Source: an optimization exercise on an open RTL-to-GDS flow (aim: small area, a short achievable clock period and few clock cycles per item). Production flows keep margins and buffers that such runs may drop.
RTL that was checked went through simulation tests only; none was proved equivalent to the original.

## harbor
==> flow/design.v <==
module div_step #(
    parameter R = 8,
    parameter L = 8,
    parameter M1 = 0
) (
    input  [R+L-1:0] rq,       
    input  [R-1:0]   dv,       
    input            qen,
    input            qinv,
    output [R+L-1:0] rq_next
);
    wire [R:0]   t    = rq[R+L-1:L-1];        
    wire [R+1:0] diff = {1'b0, t} + {2'b11, ~dv} + (M1 ? 1'b0 : 1'b1);    
    wire         ge   = ~diff[R+1];
    wire [R-1:0] rem  = ge ? diff[R-1:0] : t[R-1:0];
    assign rq_next = {rem, rq[L-2:0], (ge & qen) ^ qinv};
endmodule
module rgb2hsv_clk (
    input pclk,
    input rst,  
    input enable,  
    input[23:0] RGB24,
    output[24:0] HSV25,
    output reg hsv_done
);
localparam LAST = 4'd10;
reg [3:0]  cnt;       
reg        c1, c2;    
reg [7:0]  vmax;      
reg [7:0]  dm1;       
reg [15:0] srq;       
reg [13:0] hrq;       
reg [1:0]  sel;       
reg        neg;       
always @(posedge pclk) begin
    c1  <= enable;
    c2  <= c1;
    if (rst) begin
        cnt <= 4'd0;
        hsv_done <= 1'b0;
    end else begin
        if (enable)
            cnt <= 4'd1;
        else if (cnt == LAST)
            cnt <= 4'd0;
        else if (cnt != 4'd0)
            cnt <= cnt + 4'd1;
        hsv_done <= cnt == LAST;
    end
end
wire [7:0] r = srq[15:8];
wire [7:0] g = srq[7:0];
wire [7:0] b = hrq[7:0];
wire r_ge_g = r >= g;
wire r_ge_b = r >= b;
wire g_ge_b = g >= b;
wire rmax = r_ge_g & r_ge_b;
wire gmax = ~rmax & g_ge_b;
wire [7:0] mx  = rmax ? r : (gmax ? g : b);
wire [7:0] mid = rmax ? (g_ge_b ? g : b) : gmax ? (r_ge_b ? r : b) : (r_ge_g ? r : g);
wire [7:0] mn  = rmax ? (g_ge_b ? b : g) : gmax ? (r_ge_b ? b : r) : (r_ge_g ? g : r);
wire [1:0] f_sel = rmax ? 2'd0 : (gmax ? 2'd1 : 2'd2);
wire f_neg = rmax ? ~g_ge_b : gmax ? r_ge_b & (r != b) : ~r_ge_g;
wire [7:0] f_dm1 = vmax + dm1;
wire [7:0] f_x   = dm1 - hrq[7:0];
wire nz = ~&dm1;
wire [15:0] s_next;
div_step #(.R(8), .L(8)) u_s (.rq(srq), .dv(vmax), .qen(nz), .qinv(1'b0), .rq_next(s_next));
wire [13:0] h_next;
div_step #(.R(8), .L(6), .M1(1)) u_h (.rq(hrq), .dv(dm1), .qen(1'b1), .qinv(neg), .rq_next(h_next));
wire [13:0] h60 = {hrq[7:0], 6'd0} - {4'd0, hrq[7:0], 2'd0};
wire [5:0]  hq = hrq[5:0];
wire [8:0]  base = sel == 2'd0 ? (neg ? 9'd297 : 9'd0) :
                   sel == 2'd1 ? (neg ? 9'd57 : 9'd120) :
                                 (neg ? 9'd177 : 9'd240);
wire [8:0]  hue = base + {3'd0, hq};
always @(posedge pclk) begin
    if (c1) begin
        vmax <= mx;
        sel  <= f_sel;
        neg  <= f_neg;
    end
    if (c1)
        dm1  <= ~mn;
    else if (c2)
        dm1  <= f_dm1;
end
always @(posedge pclk) begin
    if (enable)
        srq <= RGB24[23:8];
    else if (c2)
        srq <= {f_dm1, ~f_dm1};
    else
        srq <= s_next;
    if (enable)
        hrq <= {6'd0, RGB24[7:0]};
    else if (c1)
        hrq <= {6'd0, ~mid};
    else if (c2)
        hrq <= {6'd0, f_x};
    else if (cnt == 4'd3)
        hrq <= h60;
    else if (cnt == LAST)
        hrq <= {5'd0, hue};
    else
        hrq <= h_next;
end
assign HSV25 = {hrq[8:0], srq[7:0], vmax};
endmodule
export LEC_CHECK = 0
export CAP_MARGIN = 20
export CORE_MARGIN = 2
export CORE_UTILIZATION = 40
export SLEW_MARGIN = 20
create_clock -name core_clock -period 8.0 [get_ports {pclk}]
standard.sh (not shown) runs the stock make flow with config.mk's settings and CLKGATE_MAP_FILE= SYNTH_SCRIPT=/design/flow/synth_recipe.tcl, a recipe that flattens the netlist after the stock synthesis.
==> flow/flow/run.sh <==
#!/bin/bash
# Layout flow: the standard ORFS flow, with the ORFS variables listed in
# flow/make_args.txt (one VAR=value per line) added to its make command line,
# e.g. a tighter SETUP_SLACK_MARGIN for the timing repair.  If flow/abc.script
# exists, synthesis uses it as ABC's mapping script; everything else, and
# every later step, is the standard flow.  Each step's full output goes to a
# log file in this folder; ORFS's own logs stay under orfs/logs.
set -euo pipefail
ARGS=()
while IFS= read -r line; do
  [[ -z "$line" || "$line" == \#* ]] && continue
  ARGS+=("$line")
done < flow/make_args.txt
if [[ -f flow/abc.script ]]; then
  mkdir -p scripts_abc
  for f in "$FLOW_HOME"/scripts/*; do ln -sf "$f" scripts_abc/; done
  rm -f scripts_abc/abc_speed.script
  cp flow/abc.script scripts_abc/abc_speed.script
  bash standard.sh SCRIPTS_DIR="$PWD/scripts_abc" "${ARGS[@]}" synth > synth.log 2>&1
fi
bash standard.sh "${ARGS[@]}" finish > finish.log 2>&1
==> flow/flow/abc.script <==
&get -n
&st
&syn2
&dch -f
&nf -R 1000
&put
buffer -c
upsize -c
dnsize -c
==> flow/flow/make_args.txt <==
SETUP_SLACK_MARGIN=5.0
ADDER_MAP_FILE=
BUFFER_PORTS_ARGS=-buffer_cell sky130_fd_sc_hd__buf_1
CTS_BUF_LIST=sky130_fd_sc_hd__clkbuf_4 sky130_fd_sc_hd__clkbuf_8
Edits applied to the flow inputs when going from harbor to tundra:
-- flow/design.v --
<<< harbor, line 25
);
localparam LAST = 4'd10;
reg [3:0]  cnt;       
reg        c1, c2;    
reg [7:0]  vmax;      
reg [7:0]  dm1;       
>>> tundra, line 25
);
localparam LAST = 4'd10;
reg [23:0] rgb_q;
reg [3:0]  cnt;       
reg        c1, c2, c3, c10;    
reg [7:0]  vmax;      
reg [7:0]  dm1;       
<<< harbor, line 33
reg [1:0]  sel;       
reg        neg;       
always @(posedge pclk) begin
    c1  <= enable;
    c2  <= c1;
    if (rst) begin
        cnt <= 4'd0;
>>> tundra, line 34
reg [1:0]  sel;       
reg        neg;       
reg        nz;        
always @(posedge pclk) begin
    rgb_q <= RGB24;
    c1  <= enable;
    c2  <= c1;
    c3  <= c2;
    c10 <= cnt == LAST - 4'd1;
    if (rst) begin
        cnt <= 4'd0;
<<< harbor, line 49
    end
end
wire [7:0] r = srq[15:8];
wire [7:0] g = srq[7:0];
wire [7:0] b = hrq[7:0];
wire r_ge_g = r >= g;
wire r_ge_b = r >= b;
>>> tundra, line 54
    end
end
wire [7:0] r = rgb_q[23:16];
wire [7:0] g = rgb_q[15:8];
wire [7:0] b = rgb_q[7:0];
wire r_ge_g = r >= g;
wire r_ge_b = r >= b;
<<< harbor, line 62
wire [1:0] f_sel = rmax ? 2'd0 : (gmax ? 2'd1 : 2'd2);
wire f_neg = rmax ? ~g_ge_b : gmax ? r_ge_b & (r != b) : ~r_ge_g;
wire [7:0] f_dm1 = vmax + dm1;
wire [7:0] f_x   = dm1 - hrq[7:0];
wire nz = ~&dm1;
wire [15:0] s_next;
div_step #(.R(8), .L(8)) u_s (.rq(srq), .dv(vmax), .qen(nz), .qinv(1'b0), .rq_next(s_next));
>>> tundra, line 67
wire [1:0] f_sel = rmax ? 2'd0 : (gmax ? 2'd1 : 2'd2);
wire f_neg = rmax ? ~g_ge_b : gmax ? r_ge_b & (r != b) : ~r_ge_g;
wire [7:0] f_dm1 = vmax + ~srq[15:8];
wire [7:0] f_x   = srq[7:0] - srq[15:8];
wire [15:0] s_next;
div_step #(.R(8), .L(8)) u_s (.rq(srq), .dv(vmax), .qen(nz), .qinv(1'b0), .rq_next(s_next));
<<< harbor, line 80
        sel  <= f_sel;
        neg  <= f_neg;
    end
    if (c1)
        dm1  <= ~mn;
    else if (c2)
        dm1  <= f_dm1;
end
always @(posedge pclk) begin
    if (enable)
        srq <= RGB24[23:8];
    else if (c2)
        srq <= {f_dm1, ~f_dm1};
    else
        srq <= s_next;
    if (enable)
        hrq <= {6'd0, RGB24[7:0]};
    else if (c1)
        hrq <= {6'd0, ~mid};
    else if (c2)
        hrq <= {6'd0, f_x};
    else if (cnt == 4'd3)
        hrq <= h60;
    else if (cnt == LAST)
        hrq <= {5'd0, hue};
    else
>>> tundra, line 84
        sel  <= f_sel;
        neg  <= f_neg;
        srq  <= {mn, mid};
    end else if (c2) begin
        dm1  <= f_dm1;
        nz   <= ~&f_dm1;
        srq  <= {f_dm1, ~f_dm1};
    end else begin
        srq <= s_next;
    end
    if (c2)
        hrq <= {6'd0, f_x};
    else if (c3)
        hrq <= h60;
    else if (c10)
        hrq <= {5'd0, hue};
    else
Findings:
- tundra: done, clean on timing, DRC and antenna
- tundra — growth of design area from synthesis to finish 4.7 points lower, harbor as reference
- Summary: with harbor as the reference, die area in tundra moved up by a little under 10%.
- Comparing total number of sequential cells for tundra and harbor, the bigger number came from tundra.
- The final reports for tundra and harbor show latest clock arrival within the worst-skew pair higher in the former.
- Design area for tundra is higher than for harbor.
- In tundra, the via count of the first global-routing pass came out about 1.6% below the value in harbor.
- Overall die width delta for tundra relative to harbor: about 4.6% higher
- Cmp tundra vs harbor: total number of cells along the worst setup path lower in tundra
Testbench counts of tundra, summed over its fixed seeds: cycles 28,792, items 2,400.
For harbor, only the layout was checked, not whether the RTL still works.

==> afterwards: timing with drivers on the ports <==
No port has a modelled driver above. Below, the same layouts with a new extraction and two added sets of constraints.
Step 1 sets driving cells, clkbuf_16 on the clock port and buf_2 on the other inputs (assumed; they add their load-dependent delay and slew).
Step 2 adds t to the input delays and takes it off the output delays; t is the mean of the earliest and latest rising clock arrival at the registers after step 1. Input paths then give back, and output paths get back, about the clock's delay inside the block.
Three values: no drivers, after step 1, after step 2; two values: the first two.
run	t, ns	setup slack, ns	worst register clock-pin slew, ns	worst slew at a driven data input, ns	cell pins on the clock port's net
harbor	0.353	5.150 / 5.128 / 5.150	0.11 / 0.11	0.05	1
tundra	0.415	5.196 / 5.162 / 5.237	0.10 / 0.10	0.03	1
After both steps every run listed still meets setup and hold.
